What follows belongs to an exercise in optimizing a design on an open flow for small area; a production flow would make more cautious choices.
Only simulation tests tie the RTL to the original design; equivalence was not proved.

[flow/flow/run.sh]
#!/bin/bash
# Standard ORFS layout with two changes: synthesis maps with ABC's area
# mapper (flow/abc_area.script) and skips Yosys's full-adder extraction, and
# the port buffers are the library's smallest buffer (buf_1), and after
# global routing non-critical gates are downsized (RECOVER_POWER). Every other
# step is the standard one.
set -euo pipefail
W=$PWD
mkdir -p "$W/orfs_scripts"
cp -r "$FLOW_HOME/scripts/." "$W/orfs_scripts/"
cp "$W/flow/abc_area.script" "$W/orfs_scripts/abc_area.script"
bash standard.sh SCRIPTS_DIR="$W/orfs_scripts" ABC_AREA=1 ADDER_MAP_FILE= synth > "$W/synth.log" 2>&1
bash standard.sh "BUFFER_PORTS_ARGS=-buffer_cell sky130_fd_sc_hd__buf_1" RECOVER_POWER=100 > "$W/layout.log" 2>&1
[flow/flow/abc_area.script]
strash
dch -f
amap
topo
[flow/standard.sh]
#!/bin/bash
# synth_recipe.tcl (not shown) runs the flow's synth.tcl, then flattens the netlist and writes it again
# the make line also repeats each setting of config.mk as NAME=value (left out here)
make -C /OpenROAD-flow-scripts/flow DESIGN_CONFIG=/design/flow/config.mk WORK_HOME=/design/flow/orfs CLKGATE_MAP_FILE= SYNTH_SCRIPT=/design/flow/synth_recipe.tcl "${@:-finish}"
[flow/config.mk]
export PLATFORM = sky130hd
export DESIGN_NAME = ARM7Execute
export DESIGN_NICKNAME = ARM7Execute
export VERILOG_FILES = /design/flow/design.v
export SDC_FILE = /design/flow/constraint.sdc
export NUM_CORES = 4
export LEC_CHECK = 0
export ABC_AREA = 1
export CAP_MARGIN = 20
export CORE_MARGIN = 2
export CORE_UTILIZATION = 30
export SLEW_MARGIN = 20
[flow/constraint.sdc]
create_clock -name core_clock -period 13.0 [get_ports {clk}]
set_input_delay 2.6000 -clock core_clock [delete_from_list [all_inputs] [get_ports {clk}]]
set_output_delay 2.6000 -clock core_clock [all_outputs]
set_load 0.01 [all_outputs]
[flow/design.v]
module PrefixCarry (
    input  [31:0] g,
    input  [31:0] p,
    input         cin,
    output [32:0] c
);
    logic [31:0] G [0:5];
    logic [31:0] P [0:5];
    always_comb begin
        G[0] = g;
        P[0] = p;
        G[0][0] = g[0] | (p[0] & cin);
        for (int l = 0; l < 5; l++) begin
            G[l+1] = G[l];
            P[l+1] = P[l];
            for (int i = 0; i < 32; i++)
                if ((i % (2 << l)) == (2 << l) - 1) begin
                    G[l+1][i] = G[l][i] | (P[l][i] & G[l][i - (1 << l)]);
                    P[l+1][i] = P[l][i] & P[l][i - (1 << l)];
                end
        end
    end
    logic [31:0] D [0:4];
    always_comb begin
        D[4] = G[5];
        for (int l = 3; l >= 0; l--) begin
            D[l] = D[l+1];
            for (int i = 0; i < 32; i++)
                if ((i % (2 << l)) == (1 << l) - 1 && i >= (2 << l))
                    D[l][i] = D[l+1][i] | (P[l][i] & D[l+1][i - (1 << l)]);
        end
    end
    assign c = {D[0], cin};
endmodule
module ALU (
    input [31:0] aBus,
    input [31:0] barrelOutput,
    input clk,
    input [3:0] aluOp,
    input updateFlags,
    input carryFlag, zeroFlag, overflowFlag, negativeFlag,
    output newCarryFlag, newZeroFlag, newOverflowFlag, newNegativeFlag,
    output [31:0] aluBus
);
    logic [3:0] op;
    always_ff @(posedge clk) op <= aluOp;
    function automatic logic member(input logic [3:0] v, input logic [15:0] set);
        member = set[v];
    endfunction
    wire [3:0] k;
    assign k[0] = member(op, 16'b1000_0100_1100_1100);   
    assign k[1] = member(op, 16'b0011_1010_0011_0010);   
    assign k[2] = member(op, 16'b1101_1010_0011_0010);   
    assign k[3] = member(op, 16'b0011_0101_1100_1101);   
    wire arith  = member(op, 16'b0000_1100_1111_1100);
    wire invA   = member(op, 16'b0000_0000_1000_1000);   
    wire cinOne = member(op, 16'b0000_0100_0000_1100);   
    wire useC   = member(op, 16'b0000_0000_1110_0000);   
    wire gA  = arith & ~invA;
    wire gNA = arith & invA;
    wire cin = cinOne | (useC & carryFlag);
    logic [31:0] p, g;
    always_comb begin
        for (int i = 0; i < 32; i++) begin
            p[i] = k[{aBus[i], barrelOutput[i]}];
            g[i] = ~p[i] & (aBus[i] ? gA : gNA);
        end
    end
    wire [32:0] c;
    PrefixCarry pc (.g(g), .p(p), .cin(cin), .c(c));
    wire [31:0] res = p ^ c[31:0];
    assign aluBus = res;
    assign newCarryFlag    = updateFlags ? c[32] : carryFlag;
    assign newOverflowFlag = updateFlags ? (c[32] ^ c[31]) : overflowFlag;
    assign newZeroFlag     = updateFlags ? (res == 32'd0) : zeroFlag;
    assign newNegativeFlag = updateFlags ? res[31] : negativeFlag;
endmodule
module BarrelShifter(
    input clk,
    input [31:0] b_bus,
    input [1:0] shift_type,
    input [4:0] shift_amount_imm,
    input [7:0] shift_amount_reg,
    input reg_shift,
    output logic [31:0] alu_input
);
    logic [31:0] b_q;
    logic [1:0]  t_q;
    logic [4:0]  n_q;
    logic        big_q;
    wire reg_big = |shift_amount_reg[7:5];
    always_ff @(posedge clk) begin
        b_q   <= b_bus;
        t_q   <= shift_type;
        n_q   <= shift_amount_reg[4:0] | {5{reg_big & (shift_type == 2'b10)}};
        big_q <= reg_big & ~shift_type[1];
    end
    wire [31:0] b   = reg_shift ? b_q : b_bus;
    wire [1:0]  t   = reg_shift ? t_q : shift_type;
    wire [4:0]  n   = reg_shift ? n_q : shift_amount_imm;
    wire        zero = reg_shift & big_q;
    wire left = (t == 2'b00);
    wire wrap = (t == 2'b11) | left;    
    wire fill = (t == 2'b10) & b[31];
    wire [4:0] r = left ? (5'd0 - n) : n;
    logic [31:0] s [0:5];
    assign s[0] = b;
    genvar k, i;
    generate for (k = 0; k < 5; k++) begin : st
        for (i = 0; i < 32; i++) begin : bt
            if (i + (1 << k) < 32) begin : in_range
                assign s[k+1][i] = r[k] ? s[k][i + (1 << k)] : s[k][i];
            end else begin : wrapped
                assign s[k+1][i] = r[k] ? (wrap ? s[k][i + (1 << k) - 32] : fill) : s[k][i];
            end
        end
    end endgenerate
    logic [7:0] LT, EQ;
    logic [3:0] LE;
    always_comb begin
        for (int h = 0; h < 8; h++) begin
            LT[h] = ~zero & (~left | (n[4:2] < h));
            EQ[h] = ~zero & left & (n[4:2] == h);
        end
        for (int l = 0; l < 4; l++)
            LE[l] = (n[1:0] <= l);
    end
    always_comb
        for (int i = 0; i < 32; i++)
            alu_input[i] = s[5][i] & (LT[i/4] | EQ[i/4] & LE[i%4]);
endmodule
module BranchHandler (
    input overflow_flag,
    input carry_flag,
    input zero_flag,
    input negative_flag,
    input[3:0] op_condition_flag,
    output logic should_branch
);
    logic base;
    wire nv = negative_flag ~^ overflow_flag;
    always_comb begin
        case (op_condition_flag[3:1])
            3'd0: base = zero_flag;
            3'd1: base = carry_flag;
            3'd2: base = negative_flag;
            3'd3: base = overflow_flag;
            3'd4: base = carry_flag & ~zero_flag;
            3'd5: base = nv;
            3'd6: base = ~zero_flag & nv;
            default: base = 1'b1;
        endcase
    end
    assign should_branch = base ^ op_condition_flag[0];
endmodule
module ARM7Execute (
    input         clk,
    input  [31:0] a_bus,
    input  [31:0] b_bus,
    input  [1:0]  shift_type,
    input  [4:0]  shift_amount_imm,
    input  [7:0]  shift_amount_reg,
    input         reg_shift,
    input  [3:0]  alu_op,
    input         update_flags,
    input         carry_flag,
    input         zero_flag,
    input         overflow_flag,
    input         negative_flag,
    input  [3:0]  cond,
    output [31:0] alu_bus,
    output        new_carry_flag,
    output        new_zero_flag,
    output        new_overflow_flag,
    output        new_negative_flag,
    output        cond_pass
);
    wire [31:0] shifter_out;
    BarrelShifter barrelShifter (
        .clk(clk),
        .b_bus(b_bus),
        .shift_type(shift_type),
        .shift_amount_imm(shift_amount_imm),
        .shift_amount_reg(shift_amount_reg),
        .reg_shift(reg_shift),
        .alu_input(shifter_out)
    );
    ALU alu (
        .aBus(a_bus),
        .barrelOutput(shifter_out),
        .clk(clk),
        .aluOp(alu_op),
        .updateFlags(update_flags),
        .carryFlag(carry_flag),
        .zeroFlag(zero_flag),
        .overflowFlag(overflow_flag),
        .negativeFlag(negative_flag),
        .newCarryFlag(new_carry_flag),
        .newZeroFlag(new_zero_flag),
        .newOverflowFlag(new_overflow_flag),
        .newNegativeFlag(new_negative_flag),
        .aluBus(alu_bus)
    );
    BranchHandler branchHandler (
        .overflow_flag(overflow_flag),
        .carry_flag(carry_flag),
        .zero_flag(zero_flag),
        .negative_flag(negative_flag),
        .op_condition_flag(cond),
        .should_branch(cond_pass)
    );
endmodule
==> metrics.cfg <==
[placement]
port_buffers=130
number_of_placed_instances_taps_included=1200
gp_congestion=0.938
hpwlAfterDp_um=15700

[global_routing]
grt_overflow_total=0
grt_first_pass_wirelength_um=32100
groute.usage.overall_pct=20.1
initial_antenna_violation_count=0
via_count_of_the_first_global_routing_pass=6364
maximum_number_of_pins_on_one_net_before_global_route_repair=35

[detailed_routing]
drt_drc_violations_left=0
top_layer=met4
drt_wl_total_um=20200
route.met3.wl_um=1190
route.vias.total=7130
ant_nets=0
post_drt_wl_per_cell_um=16.7
starting_drt_drc_count=472
met1Wirelength_um=9510
drt_pre_antenna_iters=5
detailed_route_vias_per_instance=5.90
met2RoutedLength_um=9080

[cells_and_area]
area.sequential_um2=881
multiInputGateArea_mm2=0.00426
drive_above_1_share_pct=6.95
finalNetCount=1072
finalNonFillerCells=1208
flow.area_growth_from_synthesis_pct=25.1
antenna-diode-count=0
layout.filler_cells=1959

[min_path]
hold-path-cell-count=1
hp-start=alu_op[1]
min-delay-path-class=primary input to register
endpoint_of_the_worst_hold_path=alu.op[1]

[timing]
setup_total_negative_slack_ps=0
tightestPinTransition_ps=922
fin_worst_hold_slack_ps=2390
final.period_utilization_pct=94.2
timing.slew.headroom_pct=38.5
finalHoldViolCount=0
final-setup-viol-count=0
final_max_slew_viol_count=0
max_clock_freq_mhz=81.7
final.min_clock_period_ps=12240

[setup_path]
setup.worst_path.class=primary input to primary output
critical-path-slowest-cell=a41oi_4
cp_data_arrival_time_ps=9640
critPathMaxFanout=32
worst-endpoint-required_ps=10400
path_common_cell=clkinv_1
critPathLaunchType=primary input
critical_path.endpoint_type=primary output
largest_stage_delay_worst_path_ps=330

[yosys]
synth_largest_area_cell=o22a_1
synthTopCellsByArea=o22a_1, o22ai_1, dfxtp_1
syn_area_per_cell_um2=6.57
synth-main-ff-cell=dfxtp_1
ys.warnings.count=8
synth.cell_area_mm2=0.00539
synth_sequential_area_ratio_pct=16.3
synthesis.nets=915
netlist.area_leader.share_pct=23.4
cell_variety_after_synth=32
ys_ff_latch=44
synth-async-reset-ratio_pct=0
post_synth_inst_count=821
synth_enable_flop_cells=0

[cts]
clockRootBuffer=clkbuf_16
clock_path_buffers=2
clock_sink_count=44
numCtsBuffers=5
cts_post_setup_buffers_inserted=0
tritoncts=built
clock_tree.htree_level_count=2
clk_transition_reported_paths_ps=60

[pwr]
power_frac_comb_pct=69.4
power_density_mw_per_mm2=132
ir_worst_vdd_v=0.0000816
switching_power_mw=0.448
relative_contribution_of_the_clock_network_to_total_power_pct=14.2
post-layout-total-power_mw=0.891
seq_power_share_pct=16.3
power_report.internal_total_mw=0.443
power.leakage_nw=2.14
power_switching_share_pct=50.3

[floorplan]
design.core.area_mm2=0.0178
floorplan.die_area_mm2=0.0191
die_h_um=138
fp-row-count=49
boundaryPins=131
initial_core_util_pct=30.3
dieWidth_um=138

[flow_run]
max_cap_violations=0

[status]
outcome=finished clean

[logic make-up after synthesis]
kind of cell / after synthesis / share of synthesized area, %
AO/OA/AOI/OAI: 449 / 59.0
AND/OR/NAND/NOR: 194 / 15.4
buffers and inverters: 134 / 9.32
flip-flops: 44 / 16.3
[routing by layer]
layer	up-vias	track usage [%]
li1	3609	-
met1	3260	27.7
met2	237	32.6
met3	24	2.94
met4	0	6.23
met5	-	0
[how the worst max path moves through the flow]
stage,from,endpoint,slack (ps),cells past startpoint
floorplan,reg_shift,new_zero_flag,40,34
global placement,reg_shift,new_zero_flag,310,39
detailed placement,reg_shift,new_zero_flag,50,38
CTS,reg_shift,new_zero_flag,20,38
global route,reg_shift,new_zero_flag,-30,39
finish,reg_shift,new_zero_flag,760,38
[critical path, delay by kind of cell]
family          cells  cell delay (ps)
compound gates     18             3850
buf+inv            11             1810
simple gates        9             1360
[synth_stat cells (all sizes together) (3+ instances only)]
cell type / count
o22ai: 163
o22a: 144
clkinv: 134
nor2: 112
a21oi: 51
dfxtp: 44
nand2: 36
o21ai: 33
nor3: 12
o221ai: 12
a221oi: 11
nor4: 11
o31ai: 8
a31oi: 6
nand4: 6
a211oi: 5
nor2b: 5
or2: 5
o32ai: 4
nand3: 3
o21a: 3
[power by group through the flow]
stage / registers, mW / logic (mW) / clock network [mW]
6_report: 0.146 / 0.619 / 0.127
3_5_place_dp: 0.149 / 0.588 / 0
5_1_grt: 0.146 / 0.680 / 0.134
4_1_cts: 0.146 / 0.590 / 0.129
3_3_place_gp: 0.148 / 0.586 / 0
2_1_floorplan: 0.147 / 0.426 / 0
[repair_timing]
action,CTS,global route
setup endpoints to repair,0,5
gates resized for setup,0,35
hold buffers,0,0
[state kept, by name, summed over array words and instances, names as in the netlist]
name	cells
barrelShifter.b_q	32
barrelShifter.n_q	5
alu.op	4
barrelShifter.big_q	1
barrelShifter.t_q	2
[per-stage QoR]
| step | utilization (%) | area (um^2) | setup slack [ps] |
|---|---|---|---|
| finish | 37.9 | 6750 | 756 |
| detailed placement | 36.2 | 6430 | 45.2 |
| floorplan | - | 5460 | 39.5 |
| global route | 37.9 | 6750 | -29.5 |
| global placement | 36.2 | 6430 | 309 |
| CTS | 37.0 | 6580 | 20.2 |
[layout by cell type, fill, tap and decap left out, drive strengths merged, types with 2 or more instances in the layout]
cell / Yosys / routed
clkbuf: 0 / 6
o221ai: 12 / 12
nand3: 3 / 3
o32ai: 4 / 4
o22ai: 163 / 163
nor2b: 5 / 5
inv: 0 / 4
o221a: 2 / 2
nor4: 11 / 11
a211oi: 5 / 5
or4: 2 / 2
o21ai: 33 / 33
a31oi: 6 / 6
o22a: 144 / 144
or2: 5 / 5
nand2: 36 / 36
buf: 0 / 149
o31ai: 8 / 8
nor2: 112 / 112
nor3: 12 / 12
clkinv: 134 / 133
nand4: 6 / 6
a221oi: 11 / 11
o21a: 3 / 3
a21oi: 51 / 51
dfxtp: 44 / 44
[final cells by class]
cell class	count	area share (%)
clock buffer	5	1.85
clock inverter	3	0.278
inverter	134	7.73
multi-input combinational	643	63.1
sequential	44	13.1
tap	229	4.25
timing repair buffer	150	9.70

[port drivers added, routing unchanged]
The results above use ideal ports. As a check the final layout listed here was re-extracted and re-timed, cells and wires unchanged.
Step 1, drivers: a clkbuf_16 drives clk and a buf_2 each remaining input, both assumed.
Step 2 also shifts input and output timing later by t, the mid clock arrival at the registers, as if the neighbouring blocks saw the same clock.
Slacks: ideal / step 1 / step 2; pairs: ideal / step 1.
shift t [ns]: 0.341
slack for setup (ns): 0.756 / 0.725 / 0.725
hold slack, ns: 2.388 / 2.365 / 2.706
clock arrival spread, ns: 0.005 / 0.005
worst slew at a driven data input, ns: 0.06
After both steps this run still meets setup and hold. For this run, drivers alone change the setup slack by -0.031 ns; drivers and shift together by -0.031 ns.
